What follows belongs to an exercise in optimizing a design on an open flow for small area, a short achievable clock period and few clock cycles; a production flow would make more cautious choices. Only simulation tests tie the RTL to the original design; equivalence was not proved. Power and IR drop assume default switching activity.

Design cache, start of the top module:
module cache(
    clk,
    proc_reset,
    proc_read,
    proc_write,
    proc_addr,
    proc_wdata,
    proc_stall,
    proc_rdata,
    mem_read,
    mem_write,
    mem_addr,
    mem_rdata,
    mem_wdata,
    mem_ready
);
    input          clk;
    input          proc_reset;
    input          proc_read, proc_write;
    input   [29:0] proc_addr;
    input   [31:0] proc_wdata;
    output         proc_stall;
    output  [31:0] proc_rdata;
    input  [127:0] mem_rdata;
    input          mem_ready;
    output         mem_read, mem_write;
    output  [27:0] mem_addr;
    output [127:0] mem_wdata;
    reg        done_q;       
    reg        wb_q;         
    reg        rd_q;         
    reg [31:0]  rdata_q;
    reg [27:0]  maddr_q;
    reg [127:0] mwdata_q;
    reg [127:0] line  [0:7];
    reg [24:0]  tag   [0:7];
    reg [7:0]   valid;
    reg [7:0]   dirty;
    wire [2:0]  idx  = proc_addr[4:2];
    wire [1:0]  wsel = proc_addr[1:0];
    wire        req  = proc_read | proc_write;
    wire        look = ~done_q & ~wb_q & ~rd_q;
    wire [7:0] dec = 8'd1 << idx;
    reg  [7:0] match;
    reg  [127:0] line_sel;
    reg  [24:0]  tag_sel;
    integer i;
    always @(*) begin
        line_sel = 128'd0;
        tag_sel  = 25'd0;
        for (i = 0; i < 8; i = i + 1) begin
            match[i] = valid[i] & (tag[i] == proc_addr[29:5]);
            line_sel = line_sel | (line[i] & {128{dec[i]}});
            tag_sel  = tag_sel  | (tag[i]  & {25{dec[i]}});
        end
    end
    wire hit       = |(match & dec);
  ...
For scale: roughly 3300 cells after synthesis, about 390 I/O pins, ~54000 um^2 of cells after synthesis.
==> flow/config.mk <==
export PLATFORM = sky130hd
export DESIGN_NAME = cache
export DESIGN_NICKNAME = cache
export VERILOG_FILES = /design/flow/design.v
export SDC_FILE = /design/flow/constraint.sdc
export NUM_CORES = 4
export LEC_CHECK = 0
export CAP_MARGIN = 20
export CORE_MARGIN = 2
export CORE_UTILIZATION = 45
export PLACE_DENSITY = 0.6
export SLEW_MARGIN = 20
==> flow/constraint.sdc <==
create_clock -name core_clock -period 8.0 [get_ports {clk}]
set_input_delay 1.6000 -clock core_clock [delete_from_list [all_inputs] [get_ports {clk}]]
set_output_delay 1.6000 -clock core_clock [all_outputs]
set_load 0.01 [all_outputs]
run.sh (not shown) runs the stock make flow with config.mk's settings and CLKGATE_MAP_FILE= SYNTH_SCRIPT=/design/flow/synth_recipe.tcl, a recipe that flattens the netlist after the stock synthesis.
Testbench counts at the start, summed over its fixed seeds: cycles 247,454.
Rerun with:
--- a/flow/config.mk
+++ b/flow/config.mk
@@ -10,3 +10,4 @@
 export CORE_UTILIZATION = 45
 export PLACE_DENSITY = 0.6
+export SETUP_SLACK_MARGIN = 5
 export SLEW_MARGIN = 20
Setup slack improved by 1400 ps; sequential share of layout area came out lower by 7.3 points; critical path depth came out higher by 6; wire length came out higher by about 20%; total power came out higher by 4.8%; synthesized area does not change; synthesized cell count is unchanged; utilization came out higher by 7.4 points.

* * *

Setup of run A:
cache, a different RTL version from the one above (not shown whole).
Size: roughly 4800 cells after synthesis, about 1400 flip-flops, roughly 390 I/O pins.
clock: 8.0 ns
lec_check: 0
cap_margin: 20
core_margin: 2
core_utilization: 55
cts_cluster_diameter: 120
cts_cluster_size: 24
place_density: 0.65
setup_slack_margin: 5
slew_margin: 20
tns_end_percent: 20
standard.sh (not shown) runs the stock make flow with config.mk's settings and CLKGATE_MAP_FILE= SYNTH_SCRIPT=/design/flow/synth_recipe.tcl, a recipe that flattens the netlist after the stock synthesis.
==> flow/flow/run.sh <==
#!/bin/bash
set -euo pipefail
export BUFFER_PORTS_ARGS="-buffer_cell sky130_fd_sc_hd__buf_2"
bash standard.sh > orfs_make.log 2>&1
Run A completed; timing, DRC and antenna clean
Testbench counts of run A, summed over its fixed seeds: cycles 248,918.
Edits applied to the flow inputs when going from run A to run B:
- CTS_CLUSTER_SIZE: 24 -> 20
- CTS_CLUSTER_DIAMETER: 120 -> 150
- TNS_END_PERCENT: 20 -> unset
### Flow results
- Run B gives more clock network fraction of design power than run A did.
- Register-to-register slack across run B and run A: no real change.
- In run B, total detailed-routing wirelength is lower than in run A.
- Power: run B and run A compared, higher one is run B
- Multi-input combinational cell count essentially unchanged between run B and run A.
Changes in run C relative to run B:
- CTS_CLUSTER_DIAMETER: 150 -> 120
- CTS_CLUSTER_SIZE: 20 -> 24
Results
- Run C reached the end of the flow, and the finished layout is clean on the timing, DRC and antenna checks.
- Wire length of the first global-routing pass was higher in the run labelled run B.
- | fraction of power consumed by combinational cells | run C vs run B | 0.3 points higher |
- Run B → run C: share of cell area taken by multi-input logic gates climbed 0.28 points, proportion of total power due to net switching climbed 0.23 points.
- Share of the clock period used by the worst path after layout (lower): run B
- The total number of cells along the worst setup path in run C sits 4 below the value recorded for run B.
- Comparing run B and run C, the lower worst reg-to-reg path cell count is on run B.
- Across both runs, final area was lower for run C than for run B.
- Max freq run B -> run C: degraded

* * *

Setup of wip/xenon:
cache, a different RTL version from the one above (not shown whole).
For scale: about 4,800 cells after synthesis, ~50,000 µm² of cells after synthesis.
==> flow/config.mk <==
export PLATFORM = sky130hd
export DESIGN_NAME = cache
export DESIGN_NICKNAME = cache
export VERILOG_FILES = /design/flow/design.v
export SDC_FILE = /design/flow/constraint.sdc
export NUM_CORES = 4
export LEC_CHECK = 0
export CAP_MARGIN = 20
export CORE_MARGIN = 2
export CORE_UTILIZATION = 65
export CTS_CLUSTER_DIAMETER = 150
export CTS_CLUSTER_SIZE = 20
export PLACE_DENSITY = 0.75
export SETUP_SLACK_MARGIN = 5
export SLEW_MARGIN = 20
==> flow/constraint.sdc <==
create_clock -name core_clock -period 8.0 [get_ports {clk}]
set_input_delay 1.6000 -clock core_clock [delete_from_list [all_inputs] [get_ports {clk}]]
set_output_delay 1.6000 -clock core_clock [all_outputs]
set_load 0.01 [all_outputs]
Scripts as last shown in full above: flow/flow/run.sh
The final layout from wip/xenon, which completed every stage, passed the timing, DRC and antenna checks at the end of the flow.
Testbench counts of wip/xenon, summed over its fixed seeds: cycles 248,862.
The inputs of wip/amber differ from those of wip/xenon as listed below.
==> flow/run.sh (new file) <==
#!/bin/bash
# synth_recipe.tcl (not shown) runs the flow's synth.tcl, then flattens the netlist and writes it again
# the make line also repeats each setting of config.mk as NAME=value (left out here)
make -C /OpenROAD-flow-scripts/flow DESIGN_CONFIG=/design/flow/config.mk WORK_HOME=/design/flow/orfs CLKGATE_MAP_FILE= SYNTH_SCRIPT=/design/flow/synth_recipe.tcl finish
removed: flow/flow/run.sh
removed: flow/standard.sh
## What came out
Comparing wip/amber and wip/xenon, the higher number of global-route vias before repair is on wip/amber.
Between wip/xenon and wip/amber, the flow reports vias per cell increasing slightly.
Going from wip/xenon to wip/amber, final hold slack lower; power share of the clock group down 0.3 points; number of buffer and inverter instances along the worst setup path rose 4; power per unit of standard cell area lost about 3%.

-- afterwards: timing with drivers on the ports --
The results above use ideal ports. As a check the final layouts listed here were re-extracted and re-timed, cells and wires unchanged.
Step 1 (the two cells are an assumption about what drives the block):
set clk [get_ports {clk}]
set_driving_cell -lib_cell sky130_fd_sc_hd__clkbuf_16 $clk
set_driving_cell -lib_cell sky130_fd_sc_hd__buf_2 [delete_from_list [all_inputs] $clk]
Step 2, shift: input delay + t, output delay - t, t = (earliest + latest rising clock arrival at the registers) / 2. This alone moves slack from input paths to output paths.
a / b / c = no drivers / after step 1 / after step 2; a / b = the first two.
| run | shift t [ns] | setup WS [ns] | hold WS [ns] | worst setup path after step 2 | slew at the worst register clock pin (ns) |
|---|---|---|---|---|---|
| the first run of note 1 | 0.833 | 3.301 / 3.357 / 2.524 | 0.475 / 0.475 / 0.475 | input to register | 0.07 / 0.07 |
| the second run of note 1 | 0.839 | 4.666 / 4.492 / 3.654 | 0.484 / 0.484 / 0.484 | input to register | 0.07 / 0.07 |
| run A | 0.746 | 4.751 / 4.674 / 4.070 | 0.336 / 0.336 / 0.336 | input to register | 0.10 / 0.10 |
| run B | 0.752 | 4.955 / 4.866 / 4.114 | 0.344 / 0.344 / 0.344 | input to register | 0.10 / 0.10 |
| run C | 0.756 | 4.918 / 4.876 / 4.120 | 0.344 / 0.344 / 0.344 | input to register | 0.11 / 0.11 |
| wip/xenon | 0.737 | 4.658 / 4.568 / 3.831 | 0.344 / 0.344 / 0.344 | input to register | 0.09 / 0.09 |
| wip/amber | 0.738 | 4.602 / 4.608 / 3.871 | 0.336 / 0.336 / 0.336 | input to register | 0.10 / 0.10 |
After both steps every run listed still meets setup and hold. For the second run of note 1, which loses most, drivers alone change the setup slack by -0.174 ns; drivers and shift together by -1.012 ns.
